From an optimization exercise on the open Yosys and OpenROAD flow, aimed at small area; shortcuts taken in it are not production practice. Only simulation tests tie the RTL to the original design; equivalence was not proved. No activity file was given, so power comes from the tool's default toggle rates.

===== flow/constraint.sdc =====
create_clock -name core_clock -period 10.0 [get_ports {CLK}]
set_input_delay 2.0000 -clock core_clock [delete_from_list [all_inputs] [get_ports {CLK}]]
set_output_delay 2.0000 -clock core_clock [all_outputs]
set_load 0.01 [all_outputs]

===== flow/design.v =====
module top(CLK, RST, SCK, MOSI, MISO, SSEL,PIN_14,PIN_15,PIN_16,PIN_17,PIN_18,LED,PIN_13,PIN_12,PIN_20,PIN_10,PIN_8,PIN_9,PIN_7);
input CLK,PIN_8;
input RST;
output LED;
output PIN_10,PIN_20,PIN_12,PIN_13,PIN_14,PIN_15,PIN_16,PIN_17,PIN_18,PIN_9,PIN_7;
input SCK, SSEL, MOSI;
output MISO;
assign PIN_10 = 1'b0;
assign PIN_14 = 1'b0;
assign PIN_15 = 1'b0;
assign PIN_16 = 1'b0;
assign PIN_17 = 1'b0;
reg [11:0] tc;
always @(posedge CLK) if (RST) tc <= 0; else tc <= tc + 1'b1;
wire tick = &tc[4:0];
assign LED = tc[4];
assign PIN_18 = tc[4];
assign PIN_7 = ~(tc[5] ^ tc[6]);
assign PIN_9 = |tc[11:6];
reg k6, k7, kold;
wire kwr = tick & (tc[6:5] == 2'b01);
always @(posedge CLK) begin
  if (RST) begin
    k6 <= 1'b0;
    k7 <= 1'b0;
  end else if (kwr) begin
    if (tc[11:7] == 5'd6) k6 <= PIN_8;
    if (tc[11:7] == 5'd7) k7 <= PIN_8;
  end
end
always @(posedge CLK) if (kwr) kold <= tc[7] ? k7 : k6;
reg [9:0] count1;
wire qapply = (tc[4:0] == 5'd1) & (tc[6:5] == 2'b10) & (tc[11:8] == 4'd3);
wire q_en  = tc[7] ? (k7 ^ kold) : (k6 ^ kold);
wire q_dir = tc[7] ? (k7 ^ k6) : (k7 ^ kold);
always @(posedge CLK) begin
  if (RST) count1 <= 10'd100;
  else if (qapply & q_en) count1 <= q_dir ? count1 + 1'b1 : count1 - 1'b1;
end
wire [7:0] conn = count1[9:2];
reg [6:0] s;
reg [2:0] ind;
reg R;
reg [4:0] V, B0, B1;
wire [4:0] connsat = (conn[7:5] != 0) ? 5'd31 : conn[4:0];
always @(posedge CLK) begin
  if (RST) begin
    s <= 7'd126;
    ind <= 3'd0;
    R <= 1'b0;
  end else if (tick) begin
    if (s == 7'd64) begin
      s <= 7'd0;
      ind <= ind + 1'b1;
      if (ind == 3'd7) R <= 1'b1;
    end else s <= s + 1'b1;
  end
end
always @(posedge CLK) begin
  if (tick & (s == 7'd0)) V <= connsat;
  if (tick & (s == 7'd64) & (ind == 3'd0)) B0 <= V;
  if (tick & (s == 7'd64) & (ind == 3'd1)) B1 <= V;
end
function [31:0] thermo(input [4:0] v);
  integer n;
  begin
    thermo[0] = 1'b1;
    for (n = 1; n < 32; n = n + 1) thermo[n] = (v >= n);
  end
endfunction
wire [31:0] rb0 = (R | (ind > 3'd0)) ? thermo(B0) : 32'd0;
wire [31:0] rb1 = (R | (ind > 3'd1)) ? thermo(B1) : 32'd0;
wire [31:0] rb2 = (R | (ind > 3'd2)) ? thermo(5'd31) : 32'd0;
wire [31:0] rb3 = (R | (ind > 3'd3)) ? thermo(5'd2) : 32'd0;
wire [31:0] rb4 = (R | (ind > 3'd4)) ? thermo(5'd0) : 32'd0;
wire [31:0] rb5 = (R | (ind > 3'd5)) ? thermo(5'd0) : 32'd0;
wire [31:0] rb6 = (R | (ind > 3'd6)) ? thermo(5'd1) : 32'd0;
wire [31:0] rb7 = R ? thermo(5'd22) : 32'd0;
function [0:7] barbyte(input [31:0] rb, input [1:0] j);
  begin
    barbyte = {rb[28+j], rb[24+j], rb[20+j], rb[16+j], rb[12+j], rb[8+j], rb[4+j], rb[j]};
  end
endfunction
reg [7:0] pos;
reg [4:0] gcount;
reg F;
reg nextbit;
reg gsdo;
always @(posedge CLK) begin
  if (RST) begin
    pos <= 8'd0;
    gcount <= 5'd0;
    F <= 1'b0;
    gsdo <= 1'b0;
  end else if (tick) begin
    if (pos == 8'd193) pos <= 8'd0;
    else pos <= pos + 1'b1;
    if (pos == 8'd192) begin
      if (gcount == 5'd17) begin
        gcount <= 5'd0;
        F <= 1'b1;
      end else gcount <= gcount + 1'b1;
    end
    if ((pos[1:0] == 2'd1) & ~(pos[7] & pos[6])) gsdo <= nextbit;
  end
end
wire first_word = (gcount == 5'd0) & ~F;
assign PIN_12 = ((pos[1] ~^ pos[0]) | (pos[7] & pos[6])) & ~(first_word & (pos == 8'd0));
assign PIN_13 = (pos != 8'd192) & ~first_word;
assign PIN_20 = gsdo;
reg [0:47] word;
wire [1:0] row = gcount[1:0];
wire [7:0] drain = (F & ~gcount[3]) ? (8'd1 << gcount[2:0]) : 8'd0;
wire [7:0] chA = {7'b0011000, k6};
wire [7:0] chB = {7'b0011000, k7};
always @(*) begin
  word = 48'd0;
  if (gcount < 5'd8) begin
    if (gcount[2]) begin
      word[40:47] = barbyte(rb4, row);
      word[32:39] = barbyte(rb5, row);
      word[24:31] = barbyte(rb6, row);
      word[16:23] = barbyte(rb7, row);
    end else begin
      word[40:47] = barbyte(rb0, row);
      word[32:39] = barbyte(rb1, row);
      word[24:31] = barbyte(rb2, row);
      word[16:23] = barbyte(rb3, row);
    end
    word[8:15] = drain;
    word[0:7]  = 8'b00001000;
  end else begin
    case (gcount)
      5'd8:  word = {8'b00000000, 8'b00000000, 8'b01010010, 8'b01010010, 8'b00011111, 8'b00000000};
      5'd9:  word = {8'b00000100, 8'b00000000, "4", "4", chB, chB};
      5'd10: word = {8'b00000000, 8'b00000000, "8", "7", "6", "5"};
      5'd11: word = {8'b00000101, 8'b00000000, "#", "#", chA, chA};
      5'd12: word = {8'b00000001, 8'b00000000, "p", "{", "A", "n"};
      5'd13: word = {8'b00000110, 8'b00000000, "$", "f", "B", chA};
      5'd14: word = {8'b00000010, 8'b00000000, "i", "*", "@", "e"};
      5'd15: word = {8'b00000111, 8'b00000000, "%", "f", "A", chB};
      5'd16: word = {8'b00000011, 8'b00000000, "P", "^", "c", "S"};
      default: word = {8'b00001000, 8'b00000000, "P", "^", "c", "S"};
    endcase
  end
end
always @(posedge CLK)
  if (tick & (pos[1:0] == 2'd0) & ~(pos[7] & pos[6])) nextbit <= word[pos[7:2]];
reg sck_q, ssel_q;
always @(posedge CLK) begin
  if (RST) begin
    sck_q <= 1'b0;
    ssel_q <= 1'b0;
  end else begin
    sck_q <= SCK;
    ssel_q <= SSEL;
  end
end
wire SCK_risingedge  = ~sck_q & SCK;
wire SCK_fallingedge = sck_q & ~SCK;
wire SSEL_active = ~SSEL;
wire SSEL_startmessage = ssel_q & ~SSEL;
wire MOSI_data = MOSI;
reg [2:0] bitcnt0;
reg [1:0] cnt0;
reg [1:0] cnt1;
reg byte_received;
reg [7:0] byte_data_received;
reg [7:0] reg_data_rec0;
reg [7:0] byte_data_sent;
reg miso1, miso2;
always @(posedge CLK) begin
  if (RST) begin
    bitcnt0 <= 3'b000;
    cnt0 <= 2'b00;
    byte_data_received <= 8'h00;
    byte_received <= 1'b0;
    reg_data_rec0 <= 8'h00;
  end else begin
    if (~SSEL_active) begin
      bitcnt0 <= 3'b000;
      cnt0 <= 2'b00;
    end else if (SCK_risingedge) begin
      bitcnt0 <= bitcnt0 + 3'b001;
      byte_data_received <= {byte_data_received[6:0], MOSI_data};
    end
    byte_received <= SSEL_active && SCK_risingedge && (bitcnt0 == 3'b111);
    if (byte_received) begin
      cnt0 <= cnt0 + 2'b01;
      if (cnt0 == 2'b00) reg_data_rec0 <= byte_data_received;
    end
  end
end
always @(posedge CLK) begin
  if (RST) begin
    byte_data_sent <= 8'h00;
    cnt1 <= 2'b00;
  end else if (SSEL_active) begin
    if (SSEL_startmessage) begin
      byte_data_sent <= 8'hce;
      cnt1 <= 2'b00;
    end else if (SCK_fallingedge) begin
      if (bitcnt0 == 3'b000) begin
        cnt1 <= cnt1 + 2'b01;
        if (cnt1 == 2'b00) byte_data_sent <= 8'haa;
        if (cnt1 == 2'b01) byte_data_sent <= reg_data_rec0;
        if (cnt1 == 2'b10) byte_data_sent <= conn;
      end else byte_data_sent <= {byte_data_sent[6:0], 1'b0};
    end
  end
end
always @(posedge CLK) begin
  if (RST) begin
    miso1 <= 1'b0;
    miso2 <= 1'b0;
  end else begin
    miso1 <= byte_data_sent[7];
    miso2 <= miso1;
  end
end
assign MISO = miso2;
endmodule

===== flow/config.mk =====
export PLATFORM = sky130hd
export DESIGN_NAME = top
export DESIGN_NICKNAME = top
export VERILOG_FILES = /design/flow/design.v
export SDC_FILE = /design/flow/constraint.sdc
export NUM_CORES = 4
export LEC_CHECK = 0
export CAP_MARGIN = 20
export CORE_MARGIN = 2
export CORE_UTILIZATION = 40
export SLEW_MARGIN = 20

===== flow/run.sh =====
#!/bin/bash
# synth_recipe.tcl (not shown) runs the flow's synth.tcl, then flattens the netlist and writes it again
# the make line also repeats each setting of config.mk as NAME=value (left out here)
make -C /OpenROAD-flow-scripts/flow DESIGN_CONFIG=/design/flow/config.mk WORK_HOME=/design/flow/orfs CLKGATE_MAP_FILE= SYNTH_SCRIPT=/design/flow/synth_recipe.tcl finish

==> results.cfg <==
[global_routing]
grt_pass1_vias = 5073
grt_max_degree = 70
antenna_found_initial = 0
track_usage_pct = 18.40
grt_first_pass_wirelength_mm = 25.13
grt-ovfl-total = 0

[sta]
setup-violations-final = 0
skew_ps = 8.420
tns_ps = 0
timing.fmax_ghz = 0.2130
post-route-min-period_ps = 4694
fin_hold_ws_ps = 448.1
rsz0062_at_grt = no
fin_ws_ps = 5306
hold_viol_final = 0
worstMarginPinSlew_ps = 1076
drv_slew = 0
max-slew-margin-rel_pct = 28.00
fin_crit_sh_pct = 46.94

[power_and_ir_drop]
total_power_mw = 0.8388
p_leak_nw = 2.512
vdd_drop_max_v = 0.0001179
cellPowerDensity_nw_per_um2 = 121.2

[cells_and_area]
drive_gt1_share_pct = 5.118
area_growth_pct = 7.796
antenna_cells = 0
nets = 805
finalCoreUtilization_pct = 43.88

[clocking]
clk_latency_ps = 350
cts_setup_buffers = 0
cts_root_buffer = clkbuf_16
cts_tree = yes
clock_path_buffers = 2
cts_resized = 0
postCtsHoldBufs = 0
cts.sinks = 103
path_clk_slew_ps = 70
cts_htree_levels = 3
numCtsBuffers = 9

[critical_path]
crit_path_max_fanout = 15
path_buf_inv = 2
start_kind = flop
cp_cell_sequence = inv_1 -> ha_1 -> nand2b_1 -> nor3_1 -> a41oi_1 -> clkdlybuf4s50_1
critical_path_class = reg2out
cp-end-kind = output pin
slowest_stage = ha_1
crit_path_start = gcount[1]
rr_startpoint = gcount[1]
crit_family = buffers and inverters
cpPeakStageDelay_ps = 570
worstPathRequired_ps = 8000
rrSetupSlack_ps = 6500
arrival_ps = 2690

[placement]
post-place-ws_ps = 5570
portBuffers = 13
hpwl_mm = 10.98
gp_congestion = 0.9357

[synth]
synthesis.area_um2 = 6420
syn_inst = 776
synth_edf_count = 17
async_reset_ff_share_pct = 0
ys_seq_elements = 103
yosys_warnings = 1
synth-main-ff-cell = dfxtp_1
synthDistinctLibCells = 87
syn_avg_cell_area_um2 = 8.273
seq_area_frac_synth_pct = 34.77

[routing]
dr.pass1.iters = 5
post_drt_wl_per_cell_um = 15.74
vias = 5447
ant_nets = 0
drt_iter0_markers = 401
avgViaCountPerCell = 5.570
drc = 0
drt_wl_total_mm = 15.40

[die]
core_um2 = 15770
core.rowCount = 46
start_util_pct = 40.71
num_io_pins = 19
die_y_um = 130.7
design.die.area_um2 = 17080
fp.dieW_um = 130.7

[outcome]
outcome = complete, no violations

[hold_path]
hold_start = V[1]
hold_path.class = reg2reg

[job]
cap_violations = 0
power breakdown:
group | internal (mW) | switching (mW)
sequential | 0.424 | 0.00312
clock | 0.228 | 0.153
combinational | 0.0110 | 0.0198
total | 0.663 | 0.176
worst reg2reg max path: cells and delay by family, from the launching register on:
kind | cells | cell delay [ps]
adders and majority gates | 2 | 760
AOI/OAI and AO/OA | 1 | 210
DFF | 1 | 430
buffers and inverters | 1 | 240
and+or+nand+nor | 6 | 1580
layout by cell type (no fill, tap or decap), types with 5 or more instances in the layout:
cell and instances:
clkdlybuf4s50_1 12, nand2_1 64, nor2_1 94, o22ai_1 8, nor2b_1 14, xor2_1 15
o21ai_0 26, edfxtp_1 17, conb_1 5, o31ai_1 6, a31oi_1 11, o21a_1 6
nand4_1 15, nor3_1 19, a21oi_1 60, dfxtp_1 86, nand2b_1 13, clkbuf_16 9
xnor2_1 11, or3_1 10, mux2i_1 20, a211oi_1 8, nor3b_1 7, inv_1 42
nand3_1 26, a21o_1 5, ha_1 41, o211ai_1 16
worst paths after layout:
check	cells past startpoint	end
hold reg to reg	0	B0[1]
hold / removal	0	B0[1]
setup / recovery	6	PIN_12
setup reg to reg	10	nextbit
layout make-up:
class | count | area (um^2)
clock buffer | 12 | 246.5
fill | 1562 | 8850
clock inverter | 4 | 77.57
multi-input combinational | 582 | 3774
inverter | 44 | 165.2
sequential | 103 | 2232
tap | 216 | 270.3
timing repair buffer | 17 | 155.1
sequential cells by signal (all words and copies together), names as in the netlist, 7 cells and up:
register            count
s                       7
count1                 10
pos                     8
byte_data_received      8
tc                     12
byte_data_sent          8
reg_data_rec0           8
Yosys cell counts, drive strengths merged (20+ instances only):
library cell   n  area, um^2
nor2          94       352.8
dfxtp         86        1722
nand2         64       240.2
a21oi         61       309.1
inv           43       161.4
ha            41       513.0
buf           34       200.2
o21ai         28       140.1
nand3         26       130.1
nor3          21       121.4
mux2i         20       200.2
per-layer routing:
| metal | vias to the layer above | routed length, um | track usage (%) |
|---|---|---|---|
| met3 | 25 | 663 | 2.565 |
| met5 | - | 0 | 0 |
| met2 | 135 | 7161 | 30.33 |
| li1 | 2724 | - | - |
| met4 | 0 | 294 | 6.133 |
| met1 | 2563 | 7276 | 24.94 |
stage by stage:
| stage | area (um^2) | instances |
|---|---|---|
| after floorplan | 6435 | 780 |
| after global placement | 6596 | 962 |
| after detailed placement | 6596 | 962 |
| after CTS | 6920 | 978 |
| after global routing | 6920 | 978 |
| final | 6920 | 978 |
cells by family (layout without fill, tap and decap cells):
kind of cell,after synthesis,in the layout,synth area share (%)
other cells,1,5,0.05841
fa+ha+maj,43,43,8.458
xor+xnor,26,26,3.547
mux,22,22,3.469
buf+inv,95,77,6.685
simple gates,293,293,22.72
flops,103,103,34.77
compound gates,193,193,20.29

## separate check: timing with driven ports
The results above use ideal ports. As a check the final layout listed here was re-extracted and re-timed, cells and wires unchanged. Step 1 sets driving cells, clkbuf_16 on the clock port and buf_2 on the other inputs (assumed; they add their load-dependent delay and slew). Step 2 also shifts input and output timing later by t, the mid clock arrival at the registers, as if the neighbouring blocks saw the same clock. Slacks: no drivers / after step 1 / after step 2; pairs: no drivers / after step 1.
shift t [ns]: 0.380
setup WS [ns]: 5.306 / 5.268 / 5.549
worst hold slack (ns): 0.448 / 0.448 / 0.448
worst setup path at the end: input to register
worst register clock-pin slew, ns: 0.07 / 0.07
After both steps this run still meets setup and hold. The setup slack of this run moves by -0.038 ns with the drivers and by +0.243 ns with both steps.
